This is an optimization exercise on Yosys and OpenROAD, whose aim is small area, a short achievable clock period and few clock cycles, not a production implementation.
Where RTL was checked, it was by simulation tests only, not by an equivalence proof against the original.

==> v20 <==
==> flow/design.v <==
module bitcoin_hash(input logic clk, reset_n, start,
                    input logic [15:0] message_addr, output_addr,
                    output logic done, mem_we,
                    output logic [15:0] mem_addr,
                    output logic [31:0] mem_write_data,
                    input logic [31:0] mem_read_data);
localparam logic [2047:0] K_ALL = {
   32'h428a2f98,32'h71374491,32'hb5c0fbcf,32'he9b5dba5,32'h3956c25b,32'h59f111f1,32'h923f82a4,32'hab1c5ed5,
   32'hd807aa98,32'h12835b01,32'h243185be,32'h550c7dc3,32'h72be5d74,32'h80deb1fe,32'h9bdc06a7,32'hc19bf174,
   32'he49b69c1,32'hefbe4786,32'h0fc19dc6,32'h240ca1cc,32'h2de92c6f,32'h4a7484aa,32'h5cb0a9dc,32'h76f988da,
   32'h983e5152,32'ha831c66d,32'hb00327c8,32'hbf597fc7,32'hc6e00bf3,32'hd5a79147,32'h06ca6351,32'h14292967,
   32'h27b70a85,32'h2e1b2138,32'h4d2c6dfc,32'h53380d13,32'h650a7354,32'h766a0abb,32'h81c2c92e,32'h92722c85,
   32'ha2bfe8a1,32'ha81a664b,32'hc24b8b70,32'hc76c51a3,32'hd192e819,32'hd6990624,32'hf40e3585,32'h106aa070,
   32'h19a4c116,32'h1e376c08,32'h2748774c,32'h34b0bcb5,32'h391c0cb3,32'h4ed8aa4a,32'h5b9cca4f,32'h682e6ff3,
   32'h748f82ee,32'h78a5636f,32'h84c87814,32'h8cc70208,32'h90befffa,32'ha4506ceb,32'hbef9a3f7,32'hc67178f2
};
localparam logic [255:0] IV = {32'h6a09e667, 32'hbb67ae85, 32'h3c6ef372, 32'ha54ff53a,
                               32'h510e527f, 32'h9b05688c, 32'h1f83d9ab, 32'h5be0cd19};
function automatic logic [31:0] kc(input logic [5:0] i);
   kc = K_ALL[(63-i)*32 +: 32];
endfunction
function automatic logic [31:0] iv(input logic [2:0] i);
   iv = IV[(7-i)*32 +: 32];
endfunction
function automatic logic [31:0] rotr(input logic [31:0] x, input int r);
   rotr = (x >> r) | (x << (32-r));
endfunction
function automatic logic [63:0] csa(input logic [31:0] x, y, z);
   logic [31:0] u;
   u = x ^ y;
   csa = {u ^ z, ((u & z) | (~u & x)) << 1};
endfunction
function automatic logic [63:0] c42(input logic [31:0] x1, x2, x3, x4);
   logic [31:0] u, uv, co, ci, sm, cy;
   u  = x1 ^ x2;
   uv = u ^ x3 ^ x4;
   co = (u & x3) | (~u & x1);
   ci = {co[30:0], 1'b0};
   sm = uv ^ ci;
   cy = (uv & ci) | (~uv & x4);
   c42 = {sm, cy << 1};
endfunction
function automatic logic [31:0] add_ks(input logic [31:0] x, y);
   logic [31:0] gg, pp, g2, p2;
   gg = x & y;
   pp = x ^ y;
   for (int dd = 1; dd < 32; dd = dd * 2) begin
      g2 = gg; p2 = pp;
      for (int i = dd; i < 32; i++) begin
         g2[i] = gg[i] | (pp[i] & gg[i-dd]);
         p2[i] = pp[i] & pp[i-dd];
      end
      gg = g2; pp = p2;
   end
   add_ks = (x ^ y) ^ {gg[30:0], 1'b0};
endfunction
function automatic logic [31:0] add_bk(input logic [31:0] x, y);
   logic [31:0] gg, pp;
   gg = x & y;
   pp = x ^ y;
   for (int dd = 1; dd < 32; dd = dd * 2)
      for (int i = 2*dd - 1; i < 32; i += 2*dd) begin
         gg[i] = gg[i] | (pp[i] & gg[i-dd]);
         pp[i] = pp[i] & pp[i-dd];
      end
   for (int dd = 8; dd >= 1; dd = dd / 2)
      for (int i = 3*dd - 1; i < 32; i += 2*dd) begin
         gg[i] = gg[i] | (pp[i] & gg[i-dd]);
         pp[i] = pp[i] & pp[i-dd];
      end
   add_bk = (x ^ y) ^ {gg[30:0], 1'b0};
endfunction
localparam logic [1:0] B_LOAD = 2'd0, B_ONE = 2'd1, B_TWO = 2'd2, B_THREE = 2'd3;
function automatic logic [1:0] next_blk(input logic [1:0] bk);
   case (bk)
      B_LOAD:  next_blk = B_ONE;
      B_ONE:   next_blk = B_TWO;
      B_TWO:   next_blk = B_THREE;
      default: next_blk = B_TWO;
   endcase
endfunction
logic        busy;
logic [1:0]  blk;
logic [6:0]  cyc;
logic [3:0]  nonce;
logic [5:0]  kidx;        
logic        c_inj, c_injring, c_injhk, c_ffiv, c_ffr, c_err, c_topexp, c_topmem;
logic        c_wn, c_w8, c_w280, c_w100, c_kring, c_kiv, c_kfold;
logic [3:0]  c_ffw;       
logic [3:0]  c_hkw;       
logic [1:0]  c_fj, c_ivi;
logic [31:0] a, b, c, d, e, f, g, hk, kreg;
logic [31:0] w [16];
logic [31:0] ra [4];      
logic [31:0] re [4];      
logic [31:0] s0, s1, ch, mj, a_rnd, e_rnd;
logic [31:0] p1, q1, p3, q3, p4, q4;
always_comb begin
   s1    = rotr(e, 6) ^ rotr(e, 11) ^ rotr(e, 25);
   ch    = (e & f) ^ (~e & g);
   s0    = rotr(a, 2) ^ rotr(a, 13) ^ rotr(a, 22);
   mj    = (a & b) ^ (a & c) ^ (b & c);
   {p1, q1} = csa(hk, s1, ch);
   {p3, q3} = c42(s0, mj, p1, q1);
   a_rnd = add_ks(p3, q3);
   {p4, q4} = csa(p1, q1, d);
   e_rnd = add_ks(p4, q4);
end
logic [31:0] wexp, x2, y2;
always_comb begin
   {x2, y2} = c42(w[9], w[0], rotr(w[14], 17) ^ rotr(w[14], 19) ^ (w[14] >> 10),
                  rotr(w[1], 7) ^ rotr(w[1], 18) ^ (w[1] >> 3));
   wexp = x2 + y2;
end
logic [31:0] hx, hy, hk_n;
always_comb begin
   {hx, hy} = csa(g, kreg, w[1]);
   hk_n = add_bk(hx, hy);
end
logic [31:0] kv;
always_comb begin
   if (c_kiv)
      kv = iv({1'b1, c_fj});                
   else if (c_kring)
      kv = re[2];                           
   else if (c_kfold)
      kv = kc(6'd63) + iv(3'd0);            
   else
      kv = kc(kidx);
end
logic [6:0] cyc_n;
logic [1:0] blk_n, nb_n;
logic [3:0] nonce_n;
logic [5:0] kidx_n;
always_comb begin
   if (!busy) begin
      cyc_n   = 7'd51;
      blk_n   = B_LOAD;
      nonce_n = 4'd0;
   end else if (cyc == 7'd67) begin
      cyc_n   = 7'd0;
      blk_n   = next_blk(blk);
      nonce_n = (blk == B_TWO) ? nonce + 4'd1 : nonce;
   end else begin
      cyc_n   = cyc + 7'd1;
      blk_n   = blk;
      nonce_n = nonce;
   end
   nb_n = next_blk(blk_n);
   if (cyc_n == 7'd66)
      kidx_n = 6'd0;
   else if (cyc_n >= 7'd62 && cyc_n <= 7'd65)
      kidx_n = kidx;
   else
      kidx_n = kidx + 6'd1;
end
always_ff @(posedge clk) begin
   cyc   <= cyc_n;
   blk   <= blk_n;
   nonce <= nonce_n;
   kidx  <= kidx_n;
   c_inj     <= (cyc_n >= 7'd64);
   c_injring <= (nb_n == B_TWO);
   c_injhk   <= (blk_n == B_ONE);
   c_ffiv    <= (blk_n == B_ONE);
   c_fj      <= 2'd1 - cyc_n[1:0];
   c_ivi     <= 2'd3 - cyc_n[1:0];
   c_ffr     <= (blk_n == B_ONE) && (cyc_n >= 7'd62) && (cyc_n <= 7'd65);
   c_err     <= (blk_n == B_ONE) && (cyc_n >= 7'd64);
   c_kiv     <= (blk_n == B_ONE) && (cyc_n >= 7'd62) && (cyc_n <= 7'd65);
   c_kring   <= (blk_n == B_TWO) && (cyc_n >= 7'd62) && (cyc_n <= 7'd65);
   c_kfold   <= (blk_n == B_THREE) && (cyc_n == 7'd61);
   for (int i = 0; i < 4; i++) begin
      c_ffw[i] <= (blk_n == B_TWO) && (cyc_n == 7'd62 + i);
      c_hkw[i] <= (blk_n == B_TWO) && (cyc_n == 7'd64 + i);
   end
   c_topexp  <= (cyc_n < 7'd48);
   c_topmem  <= (cyc_n >= 7'd52) && (nb_n == B_ONE || (nb_n == B_TWO && cyc_n <= 7'd54));
   c_wn      <= (nb_n == B_TWO) && (cyc_n == 7'd55);
   c_w8      <= ((nb_n == B_TWO) && (cyc_n == 7'd56)) || ((nb_n == B_THREE) && (cyc_n == 7'd60));
   c_w280    <= (nb_n == B_TWO) && (cyc_n == 7'd67);
   c_w100    <= (nb_n == B_THREE) && (cyc_n == 7'd67);
end
logic [31:0] wtop;
always_comb begin
   if (c_topexp)
      wtop = wexp;
   else if (c_topmem)
      wtop = mem_read_data;
   else
      wtop = {c_w8, 21'd0, c_w280, c_w100, c_w280, 3'd0, nonce & {4{c_wn}}};
end
logic [31:0] ffa;
always_comb ffa = add_bk(b, c_ffiv ? iv({1'b0, c_fj}) : ra[2]);
always_ff @(posedge clk) begin
   b <= a; c <= b; d <= c;
   f <= e; g <= f;
   if (c_inj) begin
      if (c_injring) begin
         a <= ra[0];
         e <= c_injhk ? hk : re[0];
      end else begin
         a <= iv({1'b0, c_ivi});    
         e <= iv({1'b1, c_ivi});    
      end
   end else begin
      a <= a_rnd;
      e <= e_rnd;
   end
   hk   <= hk_n;
   kreg <= kv;
   ra[0] <= ra[1]; ra[2] <= ra[3]; ra[3] <= ra[0];
   ra[1] <= c_ffr ? ffa : ra[2];
   re[0] <= re[1]; re[1] <= re[2]; re[2] <= re[3];
   re[3] <= c_err ? hk : re[0];
   for (int i = 0; i < 15; i++) w[i] <= w[i+1];
   w[15] <= wtop;
   if (c_ffw[0]) w[8] <= ffa;     
   if (c_ffw[1]) w[6] <= ffa;     
   if (c_ffw[2]) w[4] <= ffa;     
   if (c_ffw[3]) w[2] <= ffa;     
   if (c_hkw[0]) w[10] <= hk;     
   if (c_hkw[1]) w[8]  <= hk;     
   if (c_hkw[2]) w[6]  <= hk;     
   if (c_hkw[3]) w[4]  <= hk;     
end
assign mem_write_data = a;
always_ff @(posedge clk, negedge reset_n) begin
   if (!reset_n) begin
      busy   <= 1'b0;
      done   <= 1'b0;
      mem_we <= 1'b0;
   end else begin
      mem_we <= 1'b0;
      if (!busy) begin
         if (start) begin
            busy <= 1'b1;
            done <= 1'b0;
         end
      end else if (blk == B_THREE && cyc == 7'd63) begin
         mem_we <= 1'b1;
      end else if (blk == B_THREE && cyc == 7'd64 && nonce == 4'd0) begin
         busy <= 1'b0;
         done <= 1'b1;
      end
   end
end
always_ff @(posedge clk) begin
   if (!busy)
      mem_addr <= message_addr;
   else if (blk == B_LOAD)
      mem_addr <= mem_addr + 16'd1;
   else if (cyc == 7'd50)
      mem_addr <= message_addr + 16'd16;
   else if (cyc == 7'd51 || cyc == 7'd52)
      mem_addr <= mem_addr + 16'd1;
   else if (cyc == 7'd63)
      mem_addr <= output_addr + {12'd0, nonce - 4'd1};
end
endmodule
==> flow/run.sh <==
#!/bin/bash
# synth_recipe.tcl (not shown) runs the flow's synth.tcl, then flattens the netlist and writes it again
# the make line also repeats each setting of config.mk as NAME=value (left out here)
make -C /OpenROAD-flow-scripts/flow DESIGN_CONFIG=/design/flow/config.mk WORK_HOME=/design/flow/orfs CLKGATE_MAP_FILE= SYNTH_SCRIPT=/design/flow/synth_recipe.tcl finish
==> flow/config.mk <==
export PLATFORM = sky130hd
export DESIGN_NAME = bitcoin_hash
export DESIGN_NICKNAME = bitcoin_hash
export VERILOG_FILES = /design/flow/design.v
export SDC_FILE = /design/flow/constraint.sdc
export NUM_CORES = 8
export LEC_CHECK = 0
export ABC_AREA = 1
export CAP_MARGIN = 20
export CORE_MARGIN = 2
export CORE_UTILIZATION = 50
export CTS_CLUSTER_DIAMETER = 100
export CTS_CLUSTER_SIZE = 30
export PLACE_DENSITY = 0.65
export SETUP_SLACK_MARGIN = 5.0
export SLEW_MARGIN = 20
==> flow/constraint.sdc <==
create_clock -name core_clock -period 8.5 [get_ports {clk}]
set_input_delay 1.7000 -clock core_clock [delete_from_list [all_inputs] [get_ports {clk}]]
set_output_delay 1.7000 -clock core_clock [all_outputs]
set_load 0.01 [all_outputs]
==> inputs of v15, as changes to v20 <==
--- a/flow/design.v
+++ b/flow/design.v
@@ -95,3 +95,3 @@
 logic [31:0] re [4];      
-logic [31:0] s0, s1, ch, mj, a_rnd, e_rnd;
+logic [31:0] s0, s1, ch, mj, hc, a_rnd, e_rnd;
 logic [31:0] p1, q1, p3, q3, p4, q4;
@@ -102,3 +102,5 @@
    mj    = (a & b) ^ (a & c) ^ (b & c);
-   {p1, q1} = csa(hk, s1, ch);
+   hc    = (e & (hk ^ f)) | (~e & (hk ^ g));    
+   p1    = hc ^ s1;
+   q1    = ((hc & s1) | (~hc & hk)) << 1;         
    {p3, q3} = c42(s0, mj, p1, q1);
CAP_MARGIN = 30   (was 20)
SLEW_MARGIN = 30   (was 20)
==> qor summary <==
metric                                                    v20        v15
Multi-input gate share of total cell area               47.5%      47.0%
Synthesized net count                                    6582       6447
Data arrival time at the worst-slack endpoint         4.38 ns    4.26 ns
Number of signal-net inverters in the final layout        664        652
Unique cell type count in the Yosys netlist                75         68
Average footprint of a synthesized cell              8.01 µm²   8.15 µm²
Period Utilization, post-route                          44.9%      43.5%
Quantity of gates resized following cts                   501        404
Final Core Density                                      60.6%      59.5%
Global-route met1 utilization                           48.0%      43.6%
Compound-cell area share of the yosys netlist           14.7%      14.8%
Design area                                         60600 µm²  59300 µm²
Final wirelength                                    190000 µm  175000 µm
Global-route track usage on met3                        4.48%      6.01%
Run status                   no timing/DRC/antenna violations  no timing/DRC/antenna violations
First-pass GRT wire length                          266000 µm  250000 µm
Min Clock Period, post-route                          3.82 ns    3.69 ns
Testbench counts of v20, summed over its fixed seeds: cycles 72,288.
For v15, only the layout was checked, not whether the RTL still works.

[port drivers added, routing unchanged]
In the flow no input, the clock included, has a driving cell. The finished layouts below were timed again as built, in two steps.
Step 1 assumes that a clkbuf_16 drives the clock port and a buf_2 every other input.
Step 2 times the ports against the registers' clock, not the clock port: input delays grow and output delays shrink by t, the midpoint of the rising clock arrivals with the driver on.
a / b / c = ideal ports / drivers / drivers and shift; a / b = the first two.
run	t (ns)	setup slack, ns	hold slack, ns	worst setup path after step 2	worst slew at a driven data input, ns
v20	0.760	4.681 / 4.681 / 4.422	0.321 / 0.321 / 0.321	input to register	0.04
v15	0.729	4.806 / 4.806 / 4.469	0.309 / 0.309 / 0.309	input to register	0.05
After both steps setup and hold are still met in every run listed. The setup slack of v15, which loses most, moves by 0.000 ns with the drivers and by -0.337 ns with both steps.
